From an optimization exercise on the open Yosys and OpenROAD flow, aimed at small area and a short achievable clock period; shortcuts taken in it are not production practice.
In this exercise RTL edits were held to simulation tests only and were not proved equivalent to the original.
No driver is modelled on the clock port, so clock power and skew are understated where the tree is cut down; a real chip needs a root buffer or a tree.
Power figures rest on the tool's default switching activity, not on a simulated workload.

### flow/design.v
module alu_top (
    input             clk,
    input      [7:0]  a,
    input      [7:0]  b,
    input      [3:0]  command,
    input             en,
    output reg [15:0] out
);
    reg  [7:0]  a_q, b_q;
    reg  [3:0]  command_q;
    reg         en_q;
    wire [15:0] alu_out;
    always @(posedge clk) begin
        a_q       <= a;
        b_q       <= b;
        command_q <= command;
        en_q      <= en;
        out       <= alu_out;
    end
    alu u_alu (.a(a_q), .b(b_q), .command(command_q), .en(en_q), .out(alu_out));
endmodule

module alu (
	input [7:0] a, b,
	input [3:0] command,
	input en,
	output [15:0] out
);
wire P0 = (command == 4'd2) | (command == 4'd3) | (command == 4'd10) | (command == 4'd11) | (command == 4'd12) | (command == 4'd14);
wire P1 = (command == 4'd0) | (command == 4'd3) | (command == 4'd9) | (command == 4'd10) | (command == 4'd13);
wire P2 = (command == 4'd0) | (command == 4'd1) | (command == 4'd9) | (command == 4'd10) | (command == 4'd13) | (command == 4'd15);
wire P3 = (command == 4'd1) | (command == 4'd2) | (command == 4'd8) | (command == 4'd9) | (command == 4'd12) | (command == 4'd14) | (command == 4'd15);
wire G0 = 1'b0;
wire G1 = (command == 4'd2);
wire G2 = (command == 4'd3) | (command == 4'd6);
wire G3 = (command == 4'd0) | (command == 4'd3) | (command == 4'd6);
wire cin = (command == 4'd1) | (command == 4'd2);
wire [7:0] up, ug;
wire [8:0] uc;
assign uc[0] = cin;
assign up[0] = a[0] ? (b[0] ? P3 : P2) : (b[0] ? P1 : P0);
assign ug[0] = a[0] ? (b[0] ? G3 : G2) : (b[0] ? G1 : G0);
assign uc[1] = ug[0] | (up[0] & uc[0]);
assign up[1] = a[1] ? (b[1] ? P3 : P2) : (b[1] ? P1 : P0);
assign ug[1] = a[1] ? (b[1] ? G3 : G2) : (b[1] ? G1 : G0);
assign uc[2] = ug[1] | (up[1] & uc[1]);
assign up[2] = a[2] ? (b[2] ? P3 : P2) : (b[2] ? P1 : P0);
assign ug[2] = a[2] ? (b[2] ? G3 : G2) : (b[2] ? G1 : G0);
assign uc[3] = ug[2] | (up[2] & uc[2]);
assign up[3] = a[3] ? (b[3] ? P3 : P2) : (b[3] ? P1 : P0);
assign ug[3] = a[3] ? (b[3] ? G3 : G2) : (b[3] ? G1 : G0);
assign uc[4] = ug[3] | (up[3] & uc[3]);
assign up[4] = a[4] ? (b[4] ? P3 : P2) : (b[4] ? P1 : P0);
assign ug[4] = a[4] ? (b[4] ? G3 : G2) : (b[4] ? G1 : G0);
assign uc[5] = ug[4] | (up[4] & uc[4]);
assign up[5] = a[5] ? (b[5] ? P3 : P2) : (b[5] ? P1 : P0);
assign ug[5] = a[5] ? (b[5] ? G3 : G2) : (b[5] ? G1 : G0);
assign uc[6] = ug[5] | (up[5] & uc[5]);
assign up[6] = a[6] ? (b[6] ? P3 : P2) : (b[6] ? P1 : P0);
assign ug[6] = a[6] ? (b[6] ? G3 : G2) : (b[6] ? G1 : G0);
assign uc[7] = ug[6] | (up[6] & uc[6]);
assign up[7] = a[7] ? (b[7] ? P3 : P2) : (b[7] ? P1 : P0);
assign ug[7] = a[7] ? (b[7] ? G3 : G2) : (b[7] ? G1 : G0);
assign uc[8] = ug[7] | (up[7] & uc[7]);
wire u_sub = command[3:1] == 3'b001;
wire u_c8 = (command == 4'd0) | (command == 4'd1) | (command == 4'd6);
wire u_hi = u_sub ? ~uc[8] : ((command == 4'd10) | (command == 4'd11) | (command == 4'd12) | (command == 4'd14));
wire [15:0] r_unit = {{7{u_hi}}, u_c8 ? uc[8] : u_hi, up ^ uc[7:0]};
wire pp0_0 = a[0] & b[0];
wire pp0_1 = a[0] & b[1];
wire pp0_2 = a[0] & b[2];
wire pp0_3 = a[0] & b[3];
wire pp0_4 = a[0] & b[4];
wire pp0_5 = a[0] & b[5];
wire pp0_6 = a[0] & b[6];
wire pp0_7 = a[0] & b[7];
wire pp1_0 = a[1] & b[0];
wire pp1_1 = a[1] & b[1];
wire pp1_2 = a[1] & b[2];
wire pp1_3 = a[1] & b[3];
wire pp1_4 = a[1] & b[4];
wire pp1_5 = a[1] & b[5];
wire pp1_6 = a[1] & b[6];
wire pp1_7 = a[1] & b[7];
wire pp2_0 = a[2] & b[0];
wire pp2_1 = a[2] & b[1];
wire pp2_2 = a[2] & b[2];
wire pp2_3 = a[2] & b[3];
wire pp2_4 = a[2] & b[4];
wire pp2_5 = a[2] & b[5];
wire pp2_6 = a[2] & b[6];
wire pp2_7 = a[2] & b[7];
wire pp3_0 = a[3] & b[0];
wire pp3_1 = a[3] & b[1];
wire pp3_2 = a[3] & b[2];
wire pp3_3 = a[3] & b[3];
wire pp3_4 = a[3] & b[4];
wire pp3_5 = a[3] & b[5];
wire pp3_6 = a[3] & b[6];
wire pp3_7 = a[3] & b[7];
wire pp4_0 = a[4] & b[0];
wire pp4_1 = a[4] & b[1];
wire pp4_2 = a[4] & b[2];
wire pp4_3 = a[4] & b[3];
wire pp4_4 = a[4] & b[4];
wire pp4_5 = a[4] & b[5];
wire pp4_6 = a[4] & b[6];
wire pp4_7 = a[4] & b[7];
wire pp5_0 = a[5] & b[0];
wire pp5_1 = a[5] & b[1];
wire pp5_2 = a[5] & b[2];
wire pp5_3 = a[5] & b[3];
wire pp5_4 = a[5] & b[4];
wire pp5_5 = a[5] & b[5];
wire pp5_6 = a[5] & b[6];
wire pp5_7 = a[5] & b[7];
wire pp6_0 = a[6] & b[0];
wire pp6_1 = a[6] & b[1];
wire pp6_2 = a[6] & b[2];
wire pp6_3 = a[6] & b[3];
wire pp6_4 = a[6] & b[4];
wire pp6_5 = a[6] & b[5];
wire pp6_6 = a[6] & b[6];
wire pp6_7 = a[6] & b[7];
wire pp7_0 = a[7] & b[0];
wire pp7_1 = a[7] & b[1];
wire pp7_2 = a[7] & b[2];
wire pp7_3 = a[7] & b[3];
wire pp7_4 = a[7] & b[4];
wire pp7_5 = a[7] & b[5];
wire pp7_6 = a[7] & b[6];
wire pp7_7 = a[7] & b[7];
wire hs1 = pp0_6 ^ pp1_5;
wire hc2 = pp0_6 & pp1_5;
wire fs3 = pp0_7 ^ pp1_6 ^ pp2_5;
wire fc4 = (pp0_7 & pp1_6) | (pp0_7 & pp2_5) | (pp1_6 & pp2_5);
wire hs5 = pp3_4 ^ pp4_3;
wire hc6 = pp3_4 & pp4_3;
wire fs7 = pp1_7 ^ pp2_6 ^ pp3_5;
wire fc8 = (pp1_7 & pp2_6) | (pp1_7 & pp3_5) | (pp2_6 & pp3_5);
wire hs9 = pp4_4 ^ pp5_3;
wire hc10 = pp4_4 & pp5_3;
wire fs11 = pp2_7 ^ pp3_6 ^ pp4_5;
wire fc12 = (pp2_7 & pp3_6) | (pp2_7 & pp4_5) | (pp3_6 & pp4_5);
wire hs13 = pp0_4 ^ pp1_3;
wire hc14 = pp0_4 & pp1_3;
wire fs15 = pp0_5 ^ pp1_4 ^ pp2_3;
wire fc16 = (pp0_5 & pp1_4) | (pp0_5 & pp2_3) | (pp1_4 & pp2_3);
wire hs17 = pp3_2 ^ pp4_1;
wire hc18 = pp3_2 & pp4_1;
wire fs19 = hs1 ^ pp2_4 ^ pp3_3;
wire fc20 = (hs1 & pp2_4) | (hs1 & pp3_3) | (pp2_4 & pp3_3);
wire fs21 = pp4_2 ^ pp5_1 ^ pp6_0;
wire fc22 = (pp4_2 & pp5_1) | (pp4_2 & pp6_0) | (pp5_1 & pp6_0);
wire fs23 = fs3 ^ hs5 ^ pp5_2;
wire fc24 = (fs3 & hs5) | (fs3 & pp5_2) | (hs5 & pp5_2);
wire fs25 = pp6_1 ^ pp7_0 ^ hc2;
wire fc26 = (pp6_1 & pp7_0) | (pp6_1 & hc2) | (pp7_0 & hc2);
wire fs27 = fs7 ^ hs9 ^ pp6_2;
wire fc28 = (fs7 & hs9) | (fs7 & pp6_2) | (hs9 & pp6_2);
wire fs29 = pp7_1 ^ fc4 ^ hc6;
wire fc30 = (pp7_1 & fc4) | (pp7_1 & hc6) | (fc4 & hc6);
wire fs31 = fs11 ^ pp5_4 ^ pp6_3;
wire fc32 = (fs11 & pp5_4) | (fs11 & pp6_3) | (pp5_4 & pp6_3);
wire fs33 = pp7_2 ^ fc8 ^ hc10;
wire fc34 = (pp7_2 & fc8) | (pp7_2 & hc10) | (fc8 & hc10);
wire fs35 = pp3_7 ^ pp4_6 ^ pp5_5;
wire fc36 = (pp3_7 & pp4_6) | (pp3_7 & pp5_5) | (pp4_6 & pp5_5);
wire fs37 = pp6_4 ^ pp7_3 ^ fc12;
wire fc38 = (pp6_4 & pp7_3) | (pp6_4 & fc12) | (pp7_3 & fc12);
wire fs39 = pp4_7 ^ pp5_6 ^ pp6_5;
wire fc40 = (pp4_7 & pp5_6) | (pp4_7 & pp6_5) | (pp5_6 & pp6_5);
wire hs41 = pp0_3 ^ pp1_2;
wire hc42 = pp0_3 & pp1_2;
wire fs43 = hs13 ^ pp2_2 ^ pp3_1;
wire fc44 = (hs13 & pp2_2) | (hs13 & pp3_1) | (pp2_2 & pp3_1);
wire fs45 = fs15 ^ hs17 ^ pp5_0;
wire fc46 = (fs15 & hs17) | (fs15 & pp5_0) | (hs17 & pp5_0);
wire fs47 = fs19 ^ fs21 ^ fc16;
wire fc48 = (fs19 & fs21) | (fs19 & fc16) | (fs21 & fc16);
wire fs49 = fs23 ^ fs25 ^ fc20;
wire fc50 = (fs23 & fs25) | (fs23 & fc20) | (fs25 & fc20);
wire fs51 = fs27 ^ fs29 ^ fc24;
wire fc52 = (fs27 & fs29) | (fs27 & fc24) | (fs29 & fc24);
wire fs53 = fs31 ^ fs33 ^ fc28;
wire fc54 = (fs31 & fs33) | (fs31 & fc28) | (fs33 & fc28);
wire fs55 = fs35 ^ fs37 ^ fc32;
wire fc56 = (fs35 & fs37) | (fs35 & fc32) | (fs37 & fc32);
wire fs57 = fs39 ^ pp7_4 ^ fc36;
wire fc58 = (fs39 & pp7_4) | (fs39 & fc36) | (pp7_4 & fc36);
wire fs59 = pp5_7 ^ pp6_6 ^ pp7_5;
wire fc60 = (pp5_7 & pp6_6) | (pp5_7 & pp7_5) | (pp6_6 & pp7_5);
wire hs61 = pp0_2 ^ pp1_1;
wire hc62 = pp0_2 & pp1_1;
wire fs63 = hs41 ^ pp2_1 ^ pp3_0;
wire fc64 = (hs41 & pp2_1) | (hs41 & pp3_0) | (pp2_1 & pp3_0);
wire fs65 = fs43 ^ pp4_0 ^ hc42;
wire fc66 = (fs43 & pp4_0) | (fs43 & hc42) | (pp4_0 & hc42);
wire fs67 = fs45 ^ hc14 ^ fc44;
wire fc68 = (fs45 & hc14) | (fs45 & fc44) | (hc14 & fc44);
wire fs69 = fs47 ^ hc18 ^ fc46;
wire fc70 = (fs47 & hc18) | (fs47 & fc46) | (hc18 & fc46);
wire fs71 = fs49 ^ fc22 ^ fc48;
wire fc72 = (fs49 & fc22) | (fs49 & fc48) | (fc22 & fc48);
wire fs73 = fs51 ^ fc26 ^ fc50;
wire fc74 = (fs51 & fc26) | (fs51 & fc50) | (fc26 & fc50);
wire fs75 = fs53 ^ fc30 ^ fc52;
wire fc76 = (fs53 & fc30) | (fs53 & fc52) | (fc30 & fc52);
wire fs77 = fs55 ^ fc34 ^ fc54;
wire fc78 = (fs55 & fc34) | (fs55 & fc54) | (fc34 & fc54);
wire fs79 = fs57 ^ fc38 ^ fc56;
wire fc80 = (fs57 & fc38) | (fs57 & fc56) | (fc38 & fc56);
wire fs81 = fs59 ^ fc40 ^ fc58;
wire fc82 = (fs59 & fc40) | (fs59 & fc58) | (fc40 & fc58);
wire fs83 = pp6_7 ^ pp7_6 ^ fc60;
wire fc84 = (pp6_7 & pp7_6) | (pp6_7 & fc60) | (pp7_6 & fc60);
wire [15:0] m_x = {1'b0, pp7_7, fs83, fs81, fs79, fs77, fs75, fs73, fs71, fs69, fs67, fs65, fs63, hs61, pp0_1, pp0_0};
wire [15:0] m_y = {1'b0, fc84, fc82, fc80, fc78, fc76, fc74, fc72, fc70, fc68, fc66, fc64, hc62, pp2_0, pp1_0, 1'b0};
wire p85 = pp0_1 ^ pp1_0;
wire p86 = hs61 ^ pp2_0;
wire p87 = fs63 ^ hc62;
wire p88 = fs65 ^ fc64;
wire p89 = fs67 ^ fc66;
wire p90 = fs69 ^ fc68;
wire p91 = fs71 ^ fc70;
wire p92 = fs73 ^ fc72;
wire p93 = fs75 ^ fc74;
wire p94 = fs77 ^ fc76;
wire p95 = fs79 ^ fc78;
wire p96 = fs81 ^ fc80;
wire p97 = fs83 ^ fc82;
wire p98 = pp7_7 ^ fc84;
wire E99 = p86 & p85;
wire V100 = p86 ? pp0_1 : hs61;
wire E101 = p87 & E99;
wire V102 = p87 ? V100 : fs63;
wire E103 = p88 & E101;
wire V104 = p88 ? V102 : fs65;
wire E105 = p89 & E103;
wire V106 = p89 ? V104 : fs67;
wire E107 = p90 & E105;
wire V108 = p90 ? V106 : fs69;
wire E109 = p91 & E107;
wire V110 = p91 ? V108 : fs71;
wire E111 = p92 & E109;
wire V112 = p92 ? V110 : fs73;
wire E113 = p93 & E111;
wire V114 = p93 ? V112 : fs75;
wire E115 = p94 & E113;
wire V116 = p94 ? V114 : fs77;
wire E117 = p95 & E115;
wire V118 = p95 ? V116 : fs79;
wire E119 = p96 & E117;
wire V120 = p96 ? V118 : fs81;
wire E121 = p97 & E119;
wire V122 = p97 ? V120 : fs83;
wire E123 = p98 & E121;
wire V124 = p98 ? V122 : pp7_7;
wire E125 = 1'b0 & E123;
wire V126 = 1'b0 ? V124 : 1'b0;
wire sm127 = p85;
wire sm128 = p86 ^ (~p85 & pp0_1);
wire sm129 = p87 ^ (~E99 & V100);
wire sm130 = p88 ^ (~E101 & V102);
wire sm131 = p89 ^ (~E103 & V104);
wire sm132 = p90 ^ (~E105 & V106);
wire sm133 = p91 ^ (~E107 & V108);
wire sm134 = p92 ^ (~E109 & V110);
wire sm135 = p93 ^ (~E111 & V112);
wire sm136 = p94 ^ (~E113 & V114);
wire sm137 = p95 ^ (~E115 & V116);
wire sm138 = p96 ^ (~E117 & V118);
wire sm139 = p97 ^ (~E119 & V120);
wire sm140 = p98 ^ (~E121 & V122);
wire sm141 = 1'b0 ^ (~E123 & V124);
wire [15:0] r_mul = {sm141, sm140, sm139, sm138, sm137, sm136, sm135, sm134, sm133, sm132, sm131, sm130, sm129, sm128, sm127, pp0_0};
wire bnz = |b;
wire e142 = a[7] ~^ b[0];
wire ge143 = e142 | a[7];
wire d144 = ~e142;
wire c145 = ge143 & (b <= 8'd1);
wire q7 = c145;
wire s146 = ~c145;
wire s147 = c145;
wire r148 = (s146 & a[7]) | (s147 & d144);
wire e149 = a[6] ~^ b[0];
wire e150 = r148 ~^ b[1];
wire E151 = e150 & e149;
wire V152 = e150 ? a[6] : r148;
wire ge153 = E151 | V152;
wire d154 = ~e149;
wire d155 = e150 ^ (e149 | a[6]);
wire c156 = ge153 & (b <= 8'd3);
wire q6 = c156;
wire s157 = ~c156;
wire s158 = c156;
wire r159 = (s157 & a[6]) | (s158 & d154);
wire r160 = (s157 & r148) | (s158 & d155);
wire e161 = a[5] ~^ b[0];
wire e162 = r159 ~^ b[1];
wire e163 = r160 ~^ b[2];
wire E164 = e162 & e161;
wire V165 = e162 ? a[5] : r159;
wire E166 = e163 & E164;
wire V167 = e163 ? V165 : r160;
wire ge168 = E166 | V167;
wire d169 = ~e161;
wire d170 = e162 ^ (e161 | a[5]);
wire d171 = e163 ^ (E164 | V165);
wire c172 = ge168 & (b <= 8'd7);
wire q5 = c172;
wire s173 = ~c172;
wire s174 = c172;
wire r175 = (s173 & a[5]) | (s174 & d169);
wire r176 = (s173 & r159) | (s174 & d170);
wire r177 = (s173 & r160) | (s174 & d171);
wire e178 = a[4] ~^ b[0];
wire e179 = r175 ~^ b[1];
wire e180 = r176 ~^ b[2];
wire e181 = r177 ~^ b[3];
wire E182 = e179 & e178;
wire V183 = e179 ? a[4] : r175;
wire E184 = e180 & E182;
wire V185 = e180 ? V183 : r176;
wire E186 = e181 & E184;
wire V187 = e181 ? V185 : r177;
wire ge188 = E186 | V187;
wire d189 = ~e178;
wire d190 = e179 ^ (e178 | a[4]);
wire d191 = e180 ^ (E182 | V183);
wire d192 = e181 ^ (E184 | V185);
wire c193 = ge188 & (b <= 8'd15);
wire q4 = c193;
wire s194 = ~c193;
wire s195 = c193;
wire r196 = (s194 & a[4]) | (s195 & d189);
wire r197 = (s194 & r175) | (s195 & d190);
wire r198 = (s194 & r176) | (s195 & d191);
wire r199 = (s194 & r177) | (s195 & d192);
wire e200 = a[3] ~^ b[0];
wire e201 = r196 ~^ b[1];
wire e202 = r197 ~^ b[2];
wire e203 = r198 ~^ b[3];
wire e204 = r199 ~^ b[4];
wire E205 = e201 & e200;
wire V206 = e201 ? a[3] : r196;
wire E207 = e202 & E205;
wire V208 = e202 ? V206 : r197;
wire E209 = e203 & E207;
wire V210 = e203 ? V208 : r198;
wire E211 = e204 & E209;
wire V212 = e204 ? V210 : r199;
wire ge213 = E211 | V212;
wire d214 = ~e200;
wire d215 = e201 ^ (e200 | a[3]);
wire d216 = e202 ^ (E205 | V206);
wire d217 = e203 ^ (E207 | V208);
wire d218 = e204 ^ (E209 | V210);
wire c219 = ge213 & (b <= 8'd31);
wire q3 = c219;
wire s220 = ~c219;
wire s221 = c219;
wire r222 = (s220 & a[3]) | (s221 & d214);
wire r223 = (s220 & r196) | (s221 & d215);
wire r224 = (s220 & r197) | (s221 & d216);
wire r225 = (s220 & r198) | (s221 & d217);
wire r226 = (s220 & r199) | (s221 & d218);
wire e227 = a[2] ~^ b[0];
wire e228 = r222 ~^ b[1];
wire e229 = r223 ~^ b[2];
wire e230 = r224 ~^ b[3];
wire e231 = r225 ~^ b[4];
wire e232 = r226 ~^ b[5];
wire E233 = e228 & e227;
wire V234 = e228 ? a[2] : r222;
wire E235 = e229 & E233;
wire V236 = e229 ? V234 : r223;
wire E237 = e230 & E235;
wire V238 = e230 ? V236 : r224;
wire E239 = e231 & E237;
wire V240 = e231 ? V238 : r225;
wire E241 = e232 & E239;
wire V242 = e232 ? V240 : r226;
wire ge243 = E241 | V242;
wire d244 = ~e227;
wire d245 = e228 ^ (e227 | a[2]);
wire d246 = e229 ^ (E233 | V234);
wire d247 = e230 ^ (E235 | V236);
wire d248 = e231 ^ (E237 | V238);
wire d249 = e232 ^ (E239 | V240);
wire c250 = ge243 & (b <= 8'd63);
wire q2 = c250;
wire s251 = ~c250;
wire s252 = c250;
wire r253 = (s251 & a[2]) | (s252 & d244);
wire r254 = (s251 & r222) | (s252 & d245);
wire r255 = (s251 & r223) | (s252 & d246);
wire r256 = (s251 & r224) | (s252 & d247);
wire r257 = (s251 & r225) | (s252 & d248);
wire r258 = (s251 & r226) | (s252 & d249);
wire e259 = a[0] ~^ b[0];
wire e260 = a[1] ~^ b[1];
wire e261 = r253 ~^ b[2];
wire e262 = r254 ~^ b[3];
wire e263 = r255 ~^ b[4];
wire e264 = r256 ~^ b[5];
wire e265 = r257 ~^ b[6];
wire e266 = r258 ~^ b[7];
wire E267 = e260 & e259;
wire V268 = e260 ? a[0] : a[1];
wire E269 = e261 & E267;
wire V270 = e261 ? V268 : r253;
wire E271 = e262 & E269;
wire V272 = e262 ? V270 : r254;
wire E273 = e263 & E271;
wire V274 = e263 ? V272 : r255;
wire E275 = e264 & E273;
wire V276 = e264 ? V274 : r256;
wire E277 = e265 & E275;
wire V278 = e265 ? V276 : r257;
wire E279 = e266 & E277;
wire V280 = e266 ? V278 : r258;
wire ge281 = E279 | V280;
wire c282 = ge281;
wire e283 = ~a[0];
wire e284 = a[1] ~^ b[0];
wire e285 = r253 ~^ b[1];
wire e286 = r254 ~^ b[2];
wire e287 = r255 ~^ b[3];
wire e288 = r256 ~^ b[4];
wire e289 = r257 ~^ b[5];
wire e290 = r258 ~^ b[6];
wire E291 = e284 & e283;
wire V292 = e284 ? a[0] : a[1];
wire E293 = e285 & E291;
wire V294 = e285 ? V292 : r253;
wire E295 = e286 & E293;
wire V296 = e286 ? V294 : r254;
wire E297 = e287 & E295;
wire V298 = e287 ? V296 : r255;
wire E299 = e288 & E297;
wire V300 = e288 ? V298 : r256;
wire E301 = e289 & E299;
wire V302 = e289 ? V300 : r257;
wire E303 = e290 & E301;
wire V304 = e290 ? V302 : r258;
wire ge305 = E303 | V304;
wire c306 = ge305 & (b <= 8'd127);
wire [10:0] b3 = 3 * {3'b0, b};
wire e307 = a[0] ~^ b3[0];
wire e308 = a[1] ~^ b3[1];
wire e309 = r253 ~^ b3[2];
wire e310 = r254 ~^ b3[3];
wire e311 = r255 ~^ b3[4];
wire e312 = r256 ~^ b3[5];
wire e313 = r257 ~^ b3[6];
wire e314 = r258 ~^ b3[7];
wire E315 = e308 & e307;
wire V316 = e308 ? a[0] : a[1];
wire E317 = e309 & E315;
wire V318 = e309 ? V316 : r253;
wire E319 = e310 & E317;
wire V320 = e310 ? V318 : r254;
wire E321 = e311 & E319;
wire V322 = e311 ? V320 : r255;
wire E323 = e312 & E321;
wire V324 = e312 ? V322 : r256;
wire E325 = e313 & E323;
wire V326 = e313 ? V324 : r257;
wire E327 = e314 & E325;
wire V328 = e314 ? V326 : r258;
wire ge329 = E327 | V328;
wire c330 = ge329 & (b <= 8'd85);
wire q1 = c306;
wire q0 = (c306 ? c330 : c282);
wire [15:0] r_div = {8'd0, {q7,q6,q5,q4,q3,q2,q1,q0} & {8{bnz}}};
reg [15:0] o;
always @(*) begin
	case (command)
	4'd4: o = r_mul;
	4'd5: o = r_div;
	4'd7: o = {9'd0, a[7:1]};
	default: o = r_unit;
	endcase
end
assign out = en ? o : 16'd0;
endmodule
### flow/flow/run.sh
#!/bin/bash
# Standard layout with these changes:
#  - synthesis: no full/half-adder cell extraction (ADDER_MAP_FILE empty), so ABC maps all logic,
#    and ABC's area script is flow/abc_area.script (a copy of ORFS's scripts folder with that
#    one file replaced is used for the synthesis step only);
#  - port buffers chosen in flow/ports.tcl instead of the default (DONT_BUFFER_PORTS=1 stops the
#    flow's own call; ports.tcl runs just before it, at the start of global placement);
#  - after the placement resize step, flip-flops with large fanout get the x4 drive;
#  - clock tree: one level of buffers, no dummy loads.
# make's output goes to make_*.log here; ORFS writes each tool's log under orfs/logs/.
set -euo pipefail
here=$(pwd)
export UPSIZE_FLOP_FANOUT=${UPSIZE_FLOP_FANOUT:-8}
rm -rf "$here/synth_scripts"
cp -r "$FLOW_HOME/scripts" "$here/synth_scripts"
cp "$here/flow/abc_area.script" "$here/synth_scripts/abc_area.script"
bash standard.sh ADDER_MAP_FILE= SCRIPTS_DIR="$here/synth_scripts" synth > make_synth.log 2>&1
CTS="-root_buf sky130_fd_sc_hd__clkbuf_16 -buf_list sky130_fd_sc_hd__clkbuf_16 -sink_clustering_enable -sink_clustering_size 60 -sink_clustering_max_diameter 1000 -dont_use_dummy_load -repair_clock_nets"
bash standard.sh ADDER_MAP_FILE= DONT_BUFFER_PORTS=1 PRE_GLOBAL_PLACE_TCL="$here/flow/ports.tcl" \
  POST_RESIZE_TCL="$here/flow/upsize_flops.tcl" "CTS_ARGS=$CTS" finish > make_finish.log 2>&1
### flow/flow/abc_area.script
strash
dc2
balance
rewrite
refactor
balance
rewrite
rewrite -z
balance
refactor -z
rewrite -z
balance
dch
map -B 0.9
strash
dch
map -B 0.9
topo
stime -c
buffer -c
upsize -c
dnsize -c
### flow/flow/ports.tcl
# Port buffers: the smallest buffer on inputs (they have most of the cycle to spare) and a
# faster one on outputs. Every input and output port still gets its own buffer.
buffer_ports -inputs -buffer_cell sky130_fd_sc_hd__buf_1
buffer_ports -outputs -buffer_cell sky130_fd_sc_hd__buf_2
### flow/flow/upsize_flops.tcl
# Flip-flops whose output drives many pins get a stronger drive (same function, same name).
set n 0
foreach inst [get_cells *] {
  set ref [get_property $inst ref_name]
  if {$ref ne "sky130_fd_sc_hd__dfxtp_1"} { continue }
  set q [get_pins -of_objects $inst -filter "direction == output"]
  set loads [llength [get_pins -of_objects [get_nets -of_objects $q] -filter "direction == input"]]
  if {$loads >= $::env(UPSIZE_FLOP_FANOUT)} {
    replace_cell $inst sky130_fd_sc_hd__dfxtp_4
    incr n
  }
}
puts "upsize_flops: $n flip-flops resized"
### flow/standard.sh
#!/bin/bash
# synth_recipe.tcl (not shown) runs the flow's synth.tcl, then flattens the netlist and writes it again
# the make line also repeats each setting of config.mk as NAME=value (left out here)
make -C /OpenROAD-flow-scripts/flow DESIGN_CONFIG=/design/flow/config.mk WORK_HOME=/design/flow/orfs CLKGATE_MAP_FILE= SYNTH_SCRIPT=/design/flow/synth_recipe.tcl "${@:-finish}"
### flow/config.mk
export PLATFORM = sky130hd
export DESIGN_NAME = alu_top
export DESIGN_NICKNAME = alu_top
export VERILOG_FILES = /design/flow/design.v
export SDC_FILE = /design/flow/constraint.sdc
export NUM_CORES = 4
export LEC_CHECK = 0
export ABC_AREA = 1
export CAP_MARGIN = 20
export CORE_MARGIN = 2
export CORE_UTILIZATION = 40
export GPL_TIMING_DRIVEN = 0
export SLEW_MARGIN = 20
### flow/constraint.sdc
create_clock -name core_clock -period 25.0 [get_ports {clk}]
set_input_delay 5.0000 -clock core_clock [delete_from_list [all_inputs] [get_ports {clk}]]
set_output_delay 5.0000 -clock core_clock [all_outputs]
set_load 0.01 [all_outputs]
==> results of run 1 <==
[sequential cells by signal, summed over array words and instances, names as in the netlist]
| register | cells |
|---|---|
| a_q | 8 |
| command_q | 4 |
| en_q | 1 |
| out | 16 |
| b_q | 8 |
[report_power, final]
group	total (W)	leakage, nW	internal [W]	switching, W
Combinational	0.000145	2.41	0.0000500	0.0000951
Clock	0.0000608	0.0616	0.0000353	0.0000255
Sequential	0.0000660	0.310	0.0000637	0.00000233
[final cells by class]
cell class                 count  area, µm²
buffer                        26        124
clock buffer                   5        125
multi-input combinational    742       3660
tap                          147        184
inverter                     106        400
fill                        1325       6620
sequential                    37        741
timing repair buffer          37        159
[synthesized netlist by cell type, types with 3 or more instances]
master | number | area (µm²)
buf_2 | 9 | 45.0
nand3_2 | 7 | 70.1
nor2_1 | 66 | 248
or2_2 | 21 | 131
inv_2 | 4 | 15.0
o22ai_1 | 14 | 87.6
nand4_1 | 6 | 37.5
clkinv_1 | 3 | 11.3
o211ai_1 | 3 | 22.5
o21ai_2 | 3 | 26.3
nand2_2 | 16 | 100
nor2_2 | 4 | 25.0
xnor2_1 | 20 | 175
xor2_1 | 33 | 289
dfxtp_1 | 37 | 741
o21ai_1 | 4 | 20.0
inv_1 | 98 | 368
o21a_1 | 3 | 22.5
o21ai_0 | 74 | 370
a31oi_1 | 8 | 50.1
o221ai_1 | 4 | 35.0
nand2_1 | 320 | 1200
a21oi_1 | 53 | 265
clkbuf_1 | 13 | 48.8
nand3_1 | 59 | 295
nor3_1 | 5 | 25.0
[per-stage QoR]
stage          cells  cell area [µm²]  total power [W]  hold slack, ns
3_5_place_dp    1095             5270         0.000210           0.700
2_1_floorplan    911             4920         0.000179           0.582
6_report        1100             5390         0.000272           0.713
3_3_place_gp    1095             5270         0.000210           0.705
4_1_cts         1100             5390         0.000273           0.706
5_1_grt         1100             5390         0.000296           0.747
[layer usage]
metal | global-route usage | wire (µm)
met5 | 0 | 0
met4 | 0.0803 | 370
met3 | 0.0448 | 1110
met2 | 0.407 | 7190
met1 | 0.338 | 7340
[logic make-up after synthesis]
kind of cell | share of synthesized area
and+or+nand+nor | 0.441
AOI/OAI and AO/OA | 0.205
buffers and inverters | 0.107
xor gates and xnor gates | 0.0943
DFF | 0.150
muxes | 0.00229
[final timing paths]
check | cells past startpoint | startpoint | slack [ns] | to
setup reg to reg | 50 | b_q[6] | 19.66 | out[0]
setup / recovery | 1 | out[14] | 19.27 | out[14]
hold / removal | 3 | en_q | 0.71 | out[0]
hold reg to reg | 3 | en_q | 0.71 | out[0]
==> impl_metrics.tcl, run 1 <==
set metrics [dict create \
    grt_max_degree 12 \
    ir_drop_mv 0.0246 \
    synth_cell_types 43 \
    min_path_type "register to register" \
    p_per_area_nw_per_um2 50.5 \
    avgRoutedWirePerCell_um 14.6 \
    dr.pass1.iters 6 \
    io_pins 38 \
    clkLatencyLatePin_ns 0.30 \
    routed_wirelength_um 16000 \
    finalSetupViolations 0 \
    path_class "register to output pin" \
    syn-mean-instance-area_um2 5.40 \
    yosysSeqAreaShare 0.150 \
    placementRows 40 \
    max_freq_mhz 174 \
    postSynthCellCount 911 \
    status "no timing/DRC/antenna violations" \
    rsz0062_at_grt "no" \
    layout_commonest_cell "nand2_1" \
    drive_above_1_share 0.0955 \
    hold_violations 0 \
    crit_path_end_kind "output pin" \
    post_cts.repair.setup_buffers 0 \
    initial_core_util 0.410 \
    die_height_um 115 \
    place.gp.congestion 0.935 \
    synth_edf_count 0 \
    cts_tree "yes" \
    dr.first_iter.drc_count 560 \
    grt_antenna_before_repair 0 \
    grt_pass1_wl_um 26100 \
    cts_resized 0 \
    cp_num_buf_inv 1 \
    final_antenna_net_count 0 \
    grt_usage 0.251 \
    place_hpwl_um 12500 \
    cts_hold_buf 0 \
    io_buffers 37 \
    max_stage_delay_ns 0.31 \
    yosys_warnings 2 \
    drv_slew 0 \
    h-tree-depth 2 \
    synth-main-ff-cell "dfxtp_1" \
    async_reset_ff_frac 0 \
    synth_nets 933 \
    coreArea_um2 12000 \
    die_area_um2 13200 \
    maxCapViolCount 0 \
    nets 977 \
    cp_max_fo 1 \
    ctsLongestPathBuffers 2 \
    start_kind "register" \
    area_growth_pct 9.51 \
    gr-total-overflow 0 \
    max_slew_margin 0.317 \
    root_buffer "clkbuf_16" \
    post-route-util 0.449 \
    skew_ns 0.00807 \
    layout_common_cells "320 x nand2_1, 98 x inv_1, 74 x o21ai_0" \
    ys_ff_latch 37 \
    worstPathRequired_ns 20.00 \
    arrival_ns 0.73 \
    clkTransAtPathRegs_ns 0.06 \
    syn-cell-area_um2 4920 \
    viasPerCell 5.28 \
    place_ws_ns 19.59 \
    finalCriticalPeriod_ns 5.73 \
    grt_pass1_vias 5177 \
    cts.sinks 37 \
    die_width_um 115 \
    fin_crit_sh 0.229 \
    numCtsBuffers 5 \
    leakagePower_nw 2.78 \
    drc 0 \
    finalSetupTns_ns 0 \
    slowest_stage "dfxtp_1" \
    diodes 0 \
    via_count 5807 \
    fin_ws_ns 19.27 \
    crit_family "flip-flops" \
    crit_path_cell_trace "buf_2" \
    tightest_slew_ns 1.02 \
]
==> run 2, diff against run 1 <==
--- a/flow/flow/run.sh
+++ b/flow/flow/run.sh
@@ -7,4 +7,6 @@
 #    flow's own call; ports.tcl runs just before it, at the start of global placement);
-#  - after the placement resize step, flip-flops with large fanout get the x4 drive;
-#  - clock tree: one level of buffers, no dummy loads.
+#  - after the placement resize step, flip-flops with large fanout get the x4 drive, and gates
+#    on paths slower than TARGET_NS are sized up (flow/post_resize.tcl);
+#  - clock tree: no dummy loads, and the root buffer removed so that the leaf buffers hang
+#    from the clock port (flow/post_cts.tcl).
 # make's output goes to make_*.log here; ORFS writes each tool's log under orfs/logs/.
@@ -13,2 +15,5 @@
 export UPSIZE_FLOP_FANOUT=${UPSIZE_FLOP_FANOUT:-8}
+# setup slack that the post-placement sizing aims for: the clock period less TARGET_NS
+TARGET_NS=5.1
+export REPAIR_SETUP_MARGIN=$(python3 -c "print(round($FLOW_PERIOD_NS - $TARGET_NS, 3))")
 rm -rf "$here/synth_scripts"
@@ -19,2 +24,2 @@
 bash standard.sh ADDER_MAP_FILE= DONT_BUFFER_PORTS=1 PRE_GLOBAL_PLACE_TCL="$here/flow/ports.tcl" \
-  POST_RESIZE_TCL="$here/flow/upsize_flops.tcl" "CTS_ARGS=$CTS" finish > make_finish.log 2>&1
+  POST_RESIZE_TCL="$here/flow/post_resize.tcl" "CTS_ARGS=$CTS" POST_CTS_TCL="$here/flow/post_cts.tcl" finish > make_finish.log 2>&1
==> flow/flow/post_cts.tcl (new file) <==
set block [ord::get_db_block]
set root [$block findInst clkbuf_0_clk]
if {$root eq "NULL" || $root eq ""} { error "post_cts: no root buffer clkbuf_0_clk" }
set rootnet [[$root findITerm X] getNet]
set clknet [[$root findITerm A] getNet]
set leaves {}
foreach it [$rootnet getITerms] {
  if {[$it isOutputSignal]} { continue }
  set inst [$it getInst]
  if {![string match "sky130_fd_sc_hd__clkbuf_*" [[$inst getMaster] getName]]} {
    error "post_cts: the root buffer drives [$inst getName], not only leaf buffers"
  }
  lappend leaves $it
}
if {[llength $leaves] > 4} { error "post_cts: [llength $leaves] leaf buffers, more than the port may drive" }
foreach it $leaves {
  $it disconnect
  $it connect $clknet
}
[$root findITerm A] disconnect
[$root findITerm X] disconnect
odb::dbInst_destroy $root
odb::dbNet_destroy $rootnet
if {[info exists ::env(CLK_LEAF_CELL)] && $::env(CLK_LEAF_CELL) ne ""} {
  foreach it $leaves { replace_cell [[$it getInst] getName] $::env(CLK_LEAF_CELL) }
}
puts "post_cts: [llength $leaves] leaf buffers now driven from the clock port"
detailed_placement
check_placement -verbose
estimate_parasitics -placement
report_clock_latency
==> flow/flow/post_resize.tcl (new file) <==
# After the placement resize step: stronger flip-flops on large fanouts, then (when
# REPAIR_SETUP_MARGIN is set) gate sizing and swaps, no new buffers, on paths with less setup
# slack than that margin.
source [file join [file dirname [info script]] upsize_flops.tcl]
if { [info exists ::env(REPAIR_SETUP_MARGIN)] && $::env(REPAIR_SETUP_MARGIN) ne "" } {
  estimate_parasitics -placement
  repair_timing -setup -setup_margin $::env(REPAIR_SETUP_MARGIN) -sequence "sizeup,swap" -skip_last_gasp
  report_worst_slack -max
}
==> run 2 against run 1 <==
Still clean. Worst setup slack improved by 0.18 ns. Synthesized area unchanged. Hold slack got worse by 0.018 ns. Via count decreased by 0.12%. Critical endpoint is now out[7].
==> impl_metrics.tcl, run 2 <==
set metrics [dict create \
    synth_edf_count 0 \
    grt_use_met3 0.0569 \
    synthTopCellsByCount "320 x nand2_1, 98 x inv_1, 74 x o21ai_0" \
    drive_above_1_share 0.0987 \
    postSynthCellCount 911 \
    routed_wirelength_um 16000 \
    max_freq_mhz 180 \
    hold_violations 0 \
    dr.first_iter.drc_count 490 \
    placementRows 40 \
    crit_family "flip-flops" \
    max_slew_margin 0.298 \
    place.gp.congestion 0.935 \
    maxCapViolCount 0 \
    gr-total-overflow 0 \
    path_class "register to output pin" \
    synth_top_area_frac 0.244 \
    grt_util_met1 0.340 \
    cts.sinks 37 \
    grt_pass1_wl_um 26300 \
    arrival_ns 0.56 \
    area_growth_pct 9.61 \
    synth_nets 933 \
    via_count 5800 \
    synth-main-ff-cell "dfxtp_1" \
    layout_commonest_cell "nand2_1" \
    initial_core_util 0.410 \
    regMostFlops "out" \
    largest_register_ffs 16 \
    p_per_area_nw_per_um2 47.5 \
    drv_slew 0 \
    yosysMostFrequentCell "nand2_1" \
    grt_max_degree 14 \
    max_stage_delay_ns 0.31 \
    die_height_um 115 \
    io_buffers 37 \
    grt_antenna_before_repair 0 \
    syn-mean-instance-area_um2 5.40 \
    status "no timing/DRC/antenna violations" \
    clkTransAtPathRegs_ns 0.06 \
    layout_common_cells "319 x nand2_1, 98 x inv_1, 73 x o21ai_0" \
    clkLatencyLatePin_ns 0.13 \
    yosysSeqAreaShare 0.150 \
    crit_path_cell_trace "buf_2" \
    synth_area_leaders "nand2_1 24%, dfxtp_1 15%, o21ai_0 7.5%" \
    io_pins 38 \
    yosys_warnings 2 \
    cp_num_buf_inv 1 \
    worstPathRequired_ns 20.00 \
    die_width_um 115 \
    fin_crit_sh 0.222 \
    cp_max_fo 1 \
    ir_drop_mv 0.0471 \
    viasPerCell 5.28 \
    finalCriticalPeriod_ns 5.56 \
    syn-cell-area_um2 4920 \
    met2_usage 0.397 \
    dr.pass1.iters 5 \
    die_area_um2 13200 \
    synth_cell_types 43 \
    crit_path_end_kind "output pin" \
    top_regs "out x16, a_q x8, b_q x8" \
    slowest_stage "dfxtp_1" \
    finalSetupTns_ns 0 \
    top_usage_layer "met2" \
    skew_ns 0.0107 \
    async_reset_ff_frac 0 \
    whs_ns 0.696 \
    grt_pass1_vias 5242 \
    coreArea_um2 12000 \
    yosysTopAreaCell "nand2_1" \
    finalSetupViolations 0 \
    avgRoutedWirePerCell_um 14.5 \
    min_path_type "register to register" \
    final_antenna_net_count 0 \
    diodes 0 \
    drc 0 \
    r2r_slack_ns 19.77 \
    rsz0062_at_grt "no" \
    start_kind "register" \
    place_hpwl_um 12600 \
    grt_usage 0.251 \
    power_w 0.000256 \
    ys_ff_latch 37 \
    leakagePower_nw 2.77 \
    tightest_slew_ns 1.05 \
    nets 976 \
]
run 2: per-stage QoR:
| stage | util | instances | instance area [µm²] | setup slack, ns |
|---|---|---|---|---|
| 2_1_floorplan | - | 911 | 4920 | 19.67 |
| 3_5_place_dp | 0.441 | 1095 | 5300 | 19.58 |
| 5_1_grt | 0.449 | 1099 | 5400 | 19.10 |
| 6_report | 0.449 | 1099 | 5400 | 19.44 |
| 3_3_place_gp | 0.438 | 1095 | 5270 | 19.58 |
run 2: kinds of logic after synthesis:
| kind of cell | Yosys count | share of synthesized area |
|---|---|---|
| AOI/OAI and AO/OA | 179 | 0.205 |
| xor gates and xnor gates | 53 | 0.0943 |
| buffers and inverters | 132 | 0.107 |
| DFF | 37 | 0.150 |
| muxes | 1 | 0.00229 |
| and+or+nand+nor | 509 | 0.441 |
run 2: final timing paths:
path / endpoint / startpoint / depth (start not counted)
hold / removal: out[0] / en_q / 3
setup reg to reg: out[0] / a_q[7] / 53
hold reg to reg: out[0] / en_q / 3
setup / recovery: out[7] / out[7] / 1
run 2: layout make-up:
class                           count  area [µm²]
Fill cell                        1346        6620
Clock buffer                        4         100
Inverter                          106         403
Multi-Input combinational cell    742        3680
Buffer                             26         124
Tap cell                          147         184
Sequential cell                    37         743
Timing Repair Buffer               37         165
run 2: per-layer routing:
metal,wire length (µm),share of wire
met3,1310,0.082
met4,353,0.022
met5,0,0
met2,7100,0.44
met1,7190,0.45
run 2: power by group:
group,internal [W],switching (W)
Sequential,0.0000638,0.00000248
Combinational,0.0000504,0.0000959
Clock,0.0000283,0.0000152
Total,0.000143,0.000114
==> run 3, diff against run 2 <==
--- a/flow/flow/run.sh
+++ b/flow/flow/run.sh
@@ -13,2 +13,3 @@
 set -euo pipefail
+export CLK_LEAF_CELL=sky130_fd_sc_hd__clkbuf_8
 here=$(pwd)
@@ -16,3 +17,3 @@
 # setup slack that the post-placement sizing aims for: the clock period less TARGET_NS
-TARGET_NS=5.1
+TARGET_NS=5.0
 export REPAIR_SETUP_MARGIN=$(python3 -c "print(round($FLOW_PERIOD_NS - $TARGET_NS, 3))")
--- a/flow/flow/abc_area.script
+++ b/flow/flow/abc_area.script
@@ -20,3 +20,2 @@
 buffer -c
-upsize -c
 dnsize -c
==> run 3 against run 2 <==
Wire length fell by 0.97%. Critical endpoint is now out[0]. Synthesized cell count did not move. Die area fell by 2.4%. Core utilization rose by 1.6 points. Clock skew rose by 0.0023 ns. Hold slack got worse by 0.0051 ns. Synthesized area fell by 2.5%. Sequential share of layout area fell by 0.33 points. Combinational power barely moved. Via count rose by 1.7%. Non-clock buffer count did not move. Still clean on timing, DRC and antenna.
==> impl_metrics.tcl, run 3 <==
set metrics [dict create \
    status "no timing/DRC/antenna violations" \
    syn-cell-area_um2 4800 \
    ir_drop_mv 0.0421 \
    crit_family "flip-flops" \
    switching_power_w 0.000116 \
    yosys_warnings 2 \
    maxCapViolCount 0 \
    leakagePower_nw 2.78 \
    dr.pass1.iters 5 \
    min_path_type "register to register" \
    p_per_area_nw_per_um2 44.5 \
    io_buffers 37 \
    area_growth_pct 15.0 \
    r2r_cells 50 \
    hp-start "en_q" \
    regToRegEndpoint "out[0]" \
    io_pins 38 \
    initial_core_util 0.405 \
    tightest_slew_ns 0.990 \
    final_antenna_net_count 0 \
    max_slew_margin 0.335 \
    syn-mean-instance-area_um2 5.27 \
    skew_ns 0.0130 \
    top_regs "out x16, a_q x8, b_q x8" \
    hold_violations 0 \
    yosysMostFrequentCell "nand2_1" \
    cp_num_buf_inv 1 \
    p_int_w 0.000130 \
    yosysSeqAreaShare 0.154 \
    rsz0062_at_grt "no" \
    drv_slew 0 \
    diodes 0 \
    comb_power_share 0.607 \
    via_count 5900 \
    crit_path_end_kind "output pin" \
    cp_max_fo 1 \
    max_freq_mhz 180 \
    min_to "out[0]" \
    crit_path_cell_trace "buf_2" \
    grt_pass1_wl_um 26200 \
    start_kind "register" \
    worstPathRequired_ns 20.00 \
    largest_register_ffs 16 \
    synth_edf_count 0 \
    grt_pass1_vias 5382 \
    async_reset_ff_frac 0 \
    max_stage_delay_ns 0.31 \
    dpl-instance-area_um2 5470 \
    drive_above_1_share 0.127 \
    drc 0 \
    r2r_start "a_q[7]" \
    synth_top_area_frac 0.263 \
    power_frac_clock 0.124 \
    clkLatencyLatePin_ns 0.14 \
    switching_share 0.471 \
    finalCriticalPeriod_ns 5.57 \
    synthTopCellsByCount "337 x nand2_1, 102 x inv_1, 80 x o21ai_0" \
    nets 976 \
    path_class "register to output pin" \
    avgRoutedWirePerCell_um 14.4 \
    slowest_stage "dfxtp_1" \
    clkTransAtPathRegs_ns 0.08 \
    p_seq_frac 0.269 \
    synth_area_leaders "nand2_1 26%, dfxtp_1 15%, o21ai_0 8.3%" \
    yosysTopAreaCell "nand2_1" \
    grt_max_degree 13 \
    synth_nets 933 \
    postSynthCellCount 911 \
    synth_cell_types 35 \
    fin_crit_sh 0.223 \
    die_height_um 114 \
    die_area_um2 12900 \
    finalSetupTns_ns 0 \
    dr.first_iter.drc_count 531 \
    finalSetupViolations 0 \
    viasPerCell 5.37 \
    grt_antenna_before_repair 0 \
    placementRows 40 \
    worst_hold_path.num_cells 3 \
    coreArea_um2 11900 \
    layout_commonest_cell "nand2_1" \
    die_width_um 114 \
    cts.sinks 37 \
    arrival_ns 0.57 \
    r2r_slack_ns 19.65 \
    regMostFlops "out" \
    gr-total-overflow 0 \
    ys_ff_latch 37 \
    synth-main-ff-cell "dfxtp_1" \
    place_hpwl_um 12400 \
    routed_wirelength_um 15800 \
    layout_common_cells "296 x nand2_1, 99 x inv_1, 75 x o21ai_0" \
    grt_usage 0.253 \
    place.gp.congestion 0.944 \
    final_cell_area_um2 5520 \
]
## run 3: cell types whose count changed after synthesis, moves of 6 or more
cell      previous run  this run
nand2_2             16         0
nand3_2              7         0
o21ai_0             74        80
buf_2                9         3
clkbuf_1            13        20
nand3_1             59        66
nand2_1            320       337
## run 3: logic make-up after synthesis
| kind of cell | count (synthesis) | share of synthesized area |
|---|---|---|
| buffers and inverters | 132 | 0.106 |
| flip-flops | 37 | 0.154 |
| multiplexers | 1 | 0.00235 |
| AND/OR/NAND/NOR | 509 | 0.433 |
| XOR/XNOR | 53 | 0.0967 |
| AO/OA/AOI/OAI | 179 | 0.207 |
## run 3: area by class of cell
class | count | area (µm²)
Fill cell | 1305 | 6340
Multi-Input combinational cell | 742 | 3850
Inverter | 106 | 409
Buffer | 26 | 116
Clock buffer | 4 | 55.1
Timing Repair Buffer | 37 | 159
Tap cell | 147 | 184
Sequential cell | 37 | 742
## run 3: how the worst max path moves through the flow
stage          startpoint  endpoint  slack [ns]  cells past startpoint
2_1_floorplan      out[0]    out[0]       19.67                      0
6_report           out[0]    out[0]       19.43                      1
5_1_grt            a_q[7]    out[0]       19.10                     47
3_5_place_dp       out[6]    out[6]       19.59                      1
3_3_place_gp       a_q[7]    out[0]       18.65                     47
## run 3: power groups by stage
stage,Sequential (W),Combinational [W],Clock (W)
after global routing,0.0000664,0.000170,0.0000334
after floorplan,0.0000683,0.000107,0
final,0.0000660,0.000149,0.0000305
after global placement,0.0000672,0.000138,0
after detailed placement,0.0000673,0.000147,0
## run 3: worst reg2reg max path, delay by kind of cell, from the launching register on
kind,cells,cell delay (ns)
buf+inv,4,0.53
simple gates,44,4.13
flops,1,0.34
compound gates,2,0.25
## run 3: per-layer routing
metal | share of wire | track usage
met5 | 0 | 0
met4 | 0.030 | 0.103
met3 | 0.078 | 0.0367
met2 | 0.44 | 0.408
met1 | 0.45 | 0.339
## run 3: stage by stage
stage / std cells / total power, W / hold WS [ns] / util / setup slack, ns
6_report: 1099 / 0.000245 / 0.690 / 0.465 / 19.43
5_1_grt: 1099 / 0.000270 / 0.748 / 0.465 / 19.10
3_3_place_gp: 1095 / 0.000205 / 0.681 / 0.434 / 18.65
3_5_place_dp: 1095 / 0.000214 / 0.678 / 0.461 / 19.59
2_1_floorplan: 911 / 0.000176 / 0.582 / - / 19.67
==> run 4, diff against run 3 <==
--- a/flow/flow/run.sh
+++ b/flow/flow/run.sh
@@ -17,3 +17,3 @@
 # setup slack that the post-placement sizing aims for: the clock period less TARGET_NS
-TARGET_NS=5.0
+TARGET_NS=5.1
 export REPAIR_SETUP_MARGIN=$(python3 -c "print(round($FLOW_PERIOD_NS - $TARGET_NS, 3))")
--- a/flow/flow/abc_area.script
+++ b/flow/flow/abc_area.script
@@ -20,2 +20,3 @@
 buffer -c
+upsize -c
 dnsize -c
==> run 4 against run 3 <==
Synthesized cell count unchanged. Register-to-register slack better by 0.13 ns. Fmax is 0.19% lower. Still clean on timing, DRC and antenna. Synthesized area rose by 2.5%.
==> impl_metrics.tcl, run 4 <==
set metrics [dict create \
    crit_path_end "out[7]" \
    ir_drop_mv 0.0399 \
    final_antenna_net_count 0 \
    max_freq_mhz 179 \
    placementRows 40 \
    leakagePower_nw 2.75 \
    dr.first_iter.drc_count 422 \
    clkLatencyLatePin_ns 0.14 \
    cts.sinks 37 \
    finalSetupViolations 0 \
    grt_pass1_wl_um 26300 \
    place_hpwl_um 12600 \
    clkTransAtPathRegs_ns 0.08 \
    dr_wl_met3_um 1470 \
    comb_power_share 0.604 \
    synth_edf_count 0 \
    switching_power_w 0.000114 \
    dpl-instance-area_um2 5300 \
    nets 976 \
    area_growth_pct 8.69 \
    regMostFlops "out" \
    routed.top_layer "met4" \
    final_cell_area_um2 5350 \
    maxCapViolCount 0 \
    grt_max_degree 14 \
    p_seq_frac 0.273 \
    hold_violations 0 \
    avgRoutedWirePerCell_um 14.5 \
    grt_antenna_before_repair 0 \
    largest_register_ffs 16 \
    rsz0062_at_grt "no" \
    layout_common_cells "319 x nand2_1, 98 x inv_1, 73 x o21ai_0" \
    max_stage_delay_ns 0.32 \
    yosysSeqAreaShare 0.150 \
    fin_crit_sh 0.223 \
    routed_wirelength_um 16000 \
    start_kind "register" \
    p_int_w 0.000129 \
    grt_usage 0.251 \
    cp_max_fo 1 \
    num-fill-cells 1351 \
    gr-total-overflow 0 \
    place.gp.congestion 0.935 \
    p_per_area_nw_per_um2 45.3 \
    finalSetupTns_ns 0 \
    via_count 5872 \
    crit_path_end_kind "output pin" \
    worstPathRequired_ns 20.00 \
    cp_num_buf_inv 1 \
    ys_ff_latch 37 \
    status "no timing/DRC/antenna violations" \
    synth_top_area_frac 0.244 \
    yosys_warnings 2 \
    crit_family "flip-flops" \
    top_regs "out x16, a_q x8, b_q x8" \
    yosysMostFrequentCell "nand2_1" \
    yosysTopAreaCell "nand2_1" \
    synth-main-ff-cell "dfxtp_1" \
    coreArea_um2 12000 \
    switching_share 0.469 \
    max_slew_margin 0.305 \
    dr.pass1.iters 5 \
    diodes 0 \
    tightest_slew_ns 1.03 \
    die_height_um 115 \
    r2r_cells 51 \
    synth_cell_types 43 \
    path_class "register to output pin" \
    syn-mean-instance-area_um2 5.40 \
    synth_area_leaders "nand2_1 24%, dfxtp_1 15%, o21ai_0 7.5%" \
    cp.depth 1 \
    finalCriticalPeriod_ns 5.58 \
    r2r_start "a_q[7]" \
    synthTopCellsByCount "320 x nand2_1, 98 x inv_1, 74 x o21ai_0" \
    min_path_type "register to register" \
    skew_ns 0.0149 \
    die_width_um 115 \
    viasPerCell 5.34 \
    worst_hold_path.num_cells 3 \
    synth_nets 933 \
    dr_wl_met2_um 6990 \
    io_buffers 37 \
    async_reset_ff_frac 0 \
    drc 0 \
    r2r_slack_ns 19.78 \
    drive_above_1_share 0.0987 \
    drv_slew 0 \
    regToRegEndpoint "out[0]" \
    grt_pass1_vias 5252 \
    die_area_um2 13200 \
    layout_commonest_cell "nand2_1" \
    arrival_ns 0.58 \
    critical_path.startpoint "out[7]" \
    initial_core_util 0.410 \
    slowest_stage "dfxtp_1" \
    crit_path_cell_trace "buf_2" \
    wl_met1_um 7060 \
    io_pins 38 \
    power_frac_clock 0.123 \
    postSynthCellCount 911 \
    syn-cell-area_um2 4920 \
]
-- run 4: changes by cell type after synthesis, moves of 6 or more --
| cell | previous run | this run |
|---|---|---|
| nand2_1 | 337 | 320 |
| o21ai_0 | 80 | 74 |
| nand3_1 | 66 | 59 |
| nand3_2 | 0 | 7 |
| clkbuf_1 | 20 | 13 |
| nand2_2 | 0 | 16 |
| buf_2 | 3 | 9 |
-- run 4: how the worst min path moves through the flow --
stage,to,slack [ns],start
finish,out[0],0.70,en_q
global route,out[1],0.74,en_q
detailed placement,out[0],0.69,en_q
global placement,out[0],0.71,en_q
floorplan,out[0],0.58,en_q
-- run 4: logic make-up (layout without fill, tap and decap cells) --
family / Yosys count / after routing / share of synthesized area
mux: 1 / 1 / 0.00229
simple gates: 509 / 509 / 0.441
compound gates: 179 / 179 / 0.205
xor+xnor: 53 / 53 / 0.0943
flops: 37 / 37 / 0.150
buf+inv: 132 / 173 / 0.107
-- run 4: metal layers --
metal  global-route usage  vias to the layer above
li1                     -                     3028
met1                0.340                     2584
met4               0.0795                        0
met2                0.396                      224
met3               0.0569                       36
met5                    0                        -
-- run 4: layout make-up --
cell class	count	area (µm²)	area share
buffer	26	124	0.0232
clock buffer	4	55.1	0.0103
inverter	106	403	0.0753
multi-input combinational	742	3680	0.687
sequential	37	743	0.139
tap	147	184	0.0344
timing repair buffer	37	165	0.0309
-- run 4: power by group through the flow --
stage / clock (W) / sequential [W] / combinational, W
after global placement: 0 / 0.0000673 / 0.000142
after floorplan: 0 / 0.0000684 / 0.000111
final: 0.0000298 / 0.0000661 / 0.000147
after global routing: 0.0000331 / 0.0000667 / 0.000168
after detailed placement: 0 / 0.0000674 / 0.000144
-- run 4: per-stage QoR --
step | utilization | std cells | power (W) | hold WS [ns] | setup WS [ns]
after detailed placement | 0.441 | 1095 | 0.000212 | 0.689 | 19.58
after floorplan | - | 911 | 0.000179 | 0.582 | 19.67
after global placement | 0.438 | 1095 | 0.000210 | 0.705 | 19.58
final | 0.445 | 1099 | 0.000242 | 0.696 | 19.42
after global routing | 0.445 | 1099 | 0.000267 | 0.740 | 19.10
==> run 5, diff against run 4 <==
--- a/flow/flow/run.sh
+++ b/flow/flow/run.sh
@@ -17,3 +17,3 @@
 # setup slack that the post-placement sizing aims for: the clock period less TARGET_NS
-TARGET_NS=5.1
+TARGET_NS=5.3
 export REPAIR_SETUP_MARGIN=$(python3 -c "print(round($FLOW_PERIOD_NS - $TARGET_NS, 3))")
==> run 5 against run 4 <==
Synthesized cell count did not move. Via count fell by 0.73%. Critical endpoint is now out[14]. Critical path type unchanged. Clock skew fell by 0.0036 ns. Sequential power barely moved. Synthesized area did not move. Worst setup slack improved by 0.0010 ns. Sequential share of layout area barely moved. Global-route usage rose by 0.26 points.
==> impl_metrics.tcl, run 5 <==
set metrics [dict create \
    rsz0062_at_grt "no" \
    dr.first_iter.drc_count 431 \
    cp_max_fo 1 \
    io_buffers 37 \
    yosysSeqAreaShare 0.150 \
    start_kind "register" \
    path_class "register to output pin" \
    switching_share 0.472 \
    max_freq_mhz 179 \
    p_per_area_nw_per_um2 45.6 \
    syn-mean-instance-area_um2 5.40 \
    finalSetupTns_ns 0 \
    drive_above_1_share 0.0956 \
    die_height_um 115 \
    p_int_w 0.000128 \
    async_reset_ff_frac 0 \
    worstPathRequired_ns 20.00 \
    tightest_slew_ns 1.03 \
    finalSetupViolations 0 \
    cts.sinks 37 \
    synth_top_family_by_area "simple AND/OR/NAND/NOR gates" \
    switching_power_w 0.000115 \
    routed_wirelength_um 16100 \
    ys_ff_latch 37 \
    drc 0 \
    top_regs "out x16, a_q x8, b_q x8" \
    max_slew_margin 0.309 \
    yosys_warnings 2 \
    skew_ns 0.0114 \
    final_antenna_net_count 0 \
    syn-cell-area_um2 4920 \
    grt_pass1_vias 5211 \
    yosysMostFrequentCell "nand2_1" \
    clkLatencyLatePin_ns 0.14 \
    viasPerCell 5.30 \
    cp_num_buf_inv 1 \
    dr.pass1.iters 7 \
    fin_crit_sh 0.223 \
    place.gp.congestion 0.935 \
    min_path_type "register to register" \
    arrival_ns 0.58 \
    placementRows 40 \
    regMostFlops "out" \
    gr-total-overflow 0 \
    muxShareOfSynthArea 0.00229 \
    nets 976 \
    crit_path_end_kind "output pin" \
    initial_core_util 0.410 \
    synth_nets 933 \
    finalCriticalPeriod_ns 5.57 \
    status "no timing/DRC/antenna violations" \
    postSynthCellCount 911 \
    multi_input_comb_area_um2 3660 \
    die_width_um 115 \
    synthTopCellsByCount "320 x nand2_1, 98 x inv_1, 74 x o21ai_0" \
    via_count 5829 \
    seqCellArea_um2 742 \
    synth-xor-area-share 0.0943 \
    synth_edf_count 0 \
    power_frac_clock 0.131 \
    clkTransAtPathRegs_ns 0.08 \
    p_seq_frac 0.272 \
    hold_violations 0 \
    io_pins 38 \
    avgRoutedWirePerCell_um 14.6 \
    grt_max_degree 12 \
    place_hpwl_um 12500 \
    synth_compound_area_frac 0.205 \
    diodes 0 \
    area_growth_pct 8.24 \
    crit_family "flip-flops" \
    die_area_um2 13200 \
    synth-main-ff-cell "dfxtp_1" \
    crit_path_cell_trace "buf_6" \
    grt_antenna_before_repair 0 \
    layout_common_cells "320 x nand2_1, 98 x inv_1, 74 x o21ai_0" \
    num-fill-cells 1332 \
    comb_power_share 0.598 \
    coreArea_um2 12000 \
    grt_pass1_wl_um 26500 \
    slowest_stage "dfxtp_2" \
    max_stage_delay_ns 0.33 \
    largest_register_ffs 16 \
    leakagePower_nw 2.75 \
    post-route-util 0.444 \
    ir_drop_mv 0.0195 \
    grt_usage 0.253 \
    synth-simple-area-share 0.441 \
    fin_ws_ns 19.43 \
    synthAdderAreaFrac 0 \
    maxCapViolCount 0 \
    drv_slew 0 \
    layout_commonest_cell "nand2_1" \
    yosysTopAreaCell "nand2_1" \
    place_ws_ns 19.59 \
    synth_area_leaders "nand2_1 24%, dfxtp_1 15%, o21ai_0 7.5%" \
    synth_cell_types 43 \
    synth_top_area_frac 0.244 \
]
## run 5: worst paths after layout
path / startpoint / endpoint / slack (ns) / cells past startpoint
max: out[14] / out[14] / 19.43 / 1
min: en_q / out[0] / 0.71 / 3
min reg2reg: en_q / out[0] / 0.71 / 3
max reg2reg: b_q[4] / out[0] / 19.70 / 49
## run 5: logic make-up after synthesis
group                  count (synthesis)
AO/OA/AOI/OAI                        179
buffers and inverters                132
multiplexers                           1
XOR/XNOR                              53
AND/OR/NAND/NOR                      509
flip-flops                            37
## run 5: cell type report
cell class,instances,share of cell area
Multi-Input combinational cell,742,0.686
Sequential cell,37,0.139
Inverter,106,0.0752
Tap cell,147,0.0345
Timing Repair Buffer,37,0.0310
Buffer,26,0.0233
Clock buffer,4,0.0103
## run 5: metal layers
metal / vias to the layer above / track usage / share of wire
met5: - / 0 / 0
met4: 0 / 0.0707 / 0.020
met3: 28 / 0.0453 / 0.080
met2: 212 / 0.406 / 0.45
met1: 2560 / 0.350 / 0.45
li1: 3029 / - / -
## run 5: power by group through the flow
stage | Sequential [W] | Clock, W | Combinational [W]
finish | 0.0000660 | 0.0000317 | 0.000145
global route | 0.0000665 | 0.0000362 | 0.000167
detailed placement | 0.0000674 | 0 | 0.000143
global placement | 0.0000673 | 0 | 0.000142
floorplan | 0.0000684 | 0 | 0.000111
## run 5: through the flow
| step | cells | cell area (µm²) | hold WS, ns | power [W] |
|---|---|---|---|---|
| 3_3_place_gp | 1095 | 5270 | 0.705 | 0.000210 |
| 6_report | 1099 | 5330 | 0.708 | 0.000243 |
| 5_1_grt | 1099 | 5330 | 0.756 | 0.000269 |
| 3_5_place_dp | 1095 | 5270 | 0.702 | 0.000211 |
| 2_1_floorplan | 911 | 4920 | 0.582 | 0.000179 |
==> run 6, diff against run 5 <==
--- a/flow/flow/abc_area.script
+++ b/flow/flow/abc_area.script
@@ -12,2 +12,8 @@
 balance
+&get -n
+&deepsyn -T 20
+&put
+dch
+map -B 0.9
+strash
 dch
==> run 6 against run 5 <==
Synthesized cell count shrank 6.0%. Core utilization grew 0.25 points. Hold slack lost 0.11 ns. Register-to-register slack gained 0.13 ns. Cell count shrank 5.4%.
==> impl_metrics.tcl, run 6 <==
set metrics [dict create \
    synth-xor-area-share 0.0966 \
    grt_pass1_vias 5027 \
    p_per_area_nw_per_um2 47.2 \
    hold_violations 0 \
    avgRoutedWirePerCell_um 14.8 \
    hp-start "en_q" \
    max_freq_mhz 180 \
    async_reset_ff_frac 0 \
    num-fill-cells 1272 \
    cts.sinks 37 \
    drive_above_1_share 0.0792 \
    crit_path_end_kind "output pin" \
    regMostFlops "out" \
    power_w 0.000241 \
    yosys_warnings 2 \
    slowest_stage "dfxtp_1" \
    viasPerCell 5.36 \
    synth_top_area_frac 0.224 \
    r2r_slack_ns 19.83 \
    synth_area_leaders "nand2_1 22%, dfxtp_1 16%, inv_1 8.1%" \
    final_antenna_net_count 0 \
    synth_edf_count 0 \
    synth_nets 878 \
    regToRegEndpoint "out[0]" \
    arrival_ns 0.56 \
    finalSetupViolations 0 \
    grt_antenna_before_repair 0 \
    top_regs "out x16, a_q x8, b_q x8" \
    yosysSeqAreaShare 0.157 \
    dpl-instance-area_um2 5060 \
    via_count 5577 \
    ir_drop_mv 0.0294 \
    tightest_slew_ns 0.819 \
    r2r_start "b_q[4]" \
    max_stage_delay_ns 0.31 \
    synth-main-ff-cell "dfxtp_1" \
    clkLatencyLatePin_ns 0.15 \
    switching_power_w 0.000112 \
    yosysMostFrequentCell "nand2_1" \
    synth-simple-area-share 0.438 \
    dr.pass1.iters 6 \
    min_path_type "register to register" \
    leakagePower_nw 2.56 \
    coreArea_um2 11500 \
    crit_path_cell_trace "buf_2" \
    yosysTopAreaCell "nand2_1" \
    grt_max_degree 14 \
    grt_usage 0.245 \
    place.gp.congestion 0.976 \
    synthTopCellsByCount "281 x nand2_1, 102 x inv_1, 68 x nand3_1" \
    die_height_um 113 \
    layout_commonest_cell "nand2_1" \
    gr-total-overflow 0 \
    die_area_um2 12700 \
    initial_core_util 0.411 \
    whs_ns 0.594 \
    dr.first_iter.drc_count 544 \
    worstPathRequired_ns 20.00 \
    max_slew_margin 0.449 \
    start_kind "register" \
    p_seq_frac 0.275 \
    clkTransAtPathRegs_ns 0.07 \
    place_hpwl_um 12000 \
    r2r_cells 47 \
    cp_num_buf_inv 1 \
    path_class "register to output pin" \
    syn-mean-instance-area_um2 5.51 \
    muxShareOfSynthArea 0 \
    nets 921 \
    status "no timing/DRC/antenna violations" \
    synthAdderAreaFrac 0.00212 \
    drv_slew 0 \
    placementRows 39 \
    layout_common_cells "281 x nand2_1, 102 x inv_1, 68 x nand3_1" \
    comb_power_share 0.597 \
    worst_hold_path.num_cells 2 \
    p_int_w 0.000129 \
    min_to "out[3]" \
    drc 0 \
    routed_wirelength_um 15300 \
    area_growth_pct 8.44 \
    rsz0062_at_grt "no" \
    power_frac_clock 0.128 \
    skew_ns 0.0305 \
    fin_cells 1040 \
    diodes 0 \
    finalCriticalPeriod_ns 5.56 \
    synth_cell_types 46 \
    postSynthCellCount 856 \
    grt_pass1_wl_um 24900 \
    dp_cells 1036 \
    synth_compound_area_frac 0.195 \
    final_cell_area_um2 5110 \
    die_width_um 113 \
    largest_register_ffs 16 \
    crit_family "flip-flops" \
    fin_crit_sh 0.223 \
    io_buffers 37 \
    cp_max_fo 1 \
    syn-cell-area_um2 4720 \
    ys_ff_latch 37 \
    finalSetupTns_ns 0 \
    synth_top_family_by_area "simple AND/OR/NAND/NOR gates" \
    switching_share 0.463 \
    maxCapViolCount 0 \
    io_pins 38 \
]
-- run 6: cell types whose count changed in the layout (fill, tap and decap cells not counted), sizes merged, moves of 6 or more --
cell	before	now
nor2	70	64
nand2	337	291
buf	50	44
o21ai	81	66
nand4	6	17
a21oi	54	42
a31oi	8	2
-- run 6: final cells by class --
cell class	count	area (µm²)	area share
buffer	25	105	0.0205
inverter	111	417	0.0815
clock buffer	4	55.1	0.0108
sequential	37	741	0.145
tap	143	179	0.0350
timing repair buffer	37	159	0.0311
multi-input combinational	683	3460	0.676
-- run 6: power by group through the flow --
stage / clock network, W / registers (W) / logic, W
2_1_floorplan: 0 / 0.0000687 / 0.000110
5_1_grt: 0.0000339 / 0.0000668 / 0.000165
3_5_place_dp: 0 / 0.0000677 / 0.000143
3_3_place_gp: 0 / 0.0000677 / 0.000142
6_report: 0.0000309 / 0.0000664 / 0.000144
-- run 6: worst max path at each step --
stage                     startpoint  endpoint  slack, ns  cells past startpoint
after detailed placement      out[3]    out[3]      19.59                      1
final                         out[4]    out[4]      19.44                      1
after floorplan               out[0]    out[0]      19.67                      0
after global routing          b_q[4]    out[0]      19.32                     45
after global placement        out[3]    out[3]      19.59                      1
-- run 6: logic make-up after synthesis --
group | after synthesis
buffers and inverters | 136
xor gates and xnor gates | 52
DFF | 37
and+or+nand+nor | 473
AOI/OAI and AO/OA | 157
adders and majority gates | 1
-- run 6: through the flow --
step                utilization  setup WS [ns]
floorplan                     -          19.67
global placement          0.441          19.59
detailed placement        0.441          19.59
global route              0.446          19.32
finish                    0.446          19.44
-- run 6: per-layer routing --
metal	global-route usage	wire (µm)
met1	0.337	6820
met5	0	0
met3	0.0340	1410
met2	0.387	6540
met4	0.0967	575

-- port drivers added, routing unchanged --
How much do the figures lean on ideal ports? The routed layouts below were timed once more, with nothing changed but the port constraints. Step 1 sets driving cells, clkbuf_16 on the clock port and buf_2 on the other inputs (assumed; they add their load-dependent delay and slew). Step 2 moves the port delays by t, midway between the first and last clock arrival at a register: inputs arrive t later, outputs are due t later. That takes back most of the time a late clock gives input paths. Slacks: ideal ports / drivers / drivers and shift; pairs: ideal ports / drivers.
| run | t (ns) | setup slack, ns | hold WS [ns] | worst setup path after step 2 |
|---|---|---|---|---|
| run 1 | 0.333 | 19.268 / 19.227 / 19.560 | 0.713 / 0.713 / 0.713 | register to output |
| run 2 | 0.204 | 19.444 / 19.362 / 19.566 | 0.696 / 0.696 / 0.696 | register to output |
| run 3 | 0.199 | 19.435 / 19.367 / 19.566 | 0.690 / 0.690 / 0.690 | register to output |
| run 4 | 0.199 | 19.424 / 19.357 / 19.556 | 0.696 / 0.696 / 0.696 | register to output |
| run 5 | 0.202 | 19.425 / 19.356 / 19.558 | 0.708 / 0.708 / 0.708 | register to output |
| run 6 | 0.200 | 19.436 / 19.372 / 19.572 | 0.594 / 0.594 / 0.594 | register to output |
After both steps setup and hold are still met in every run listed.
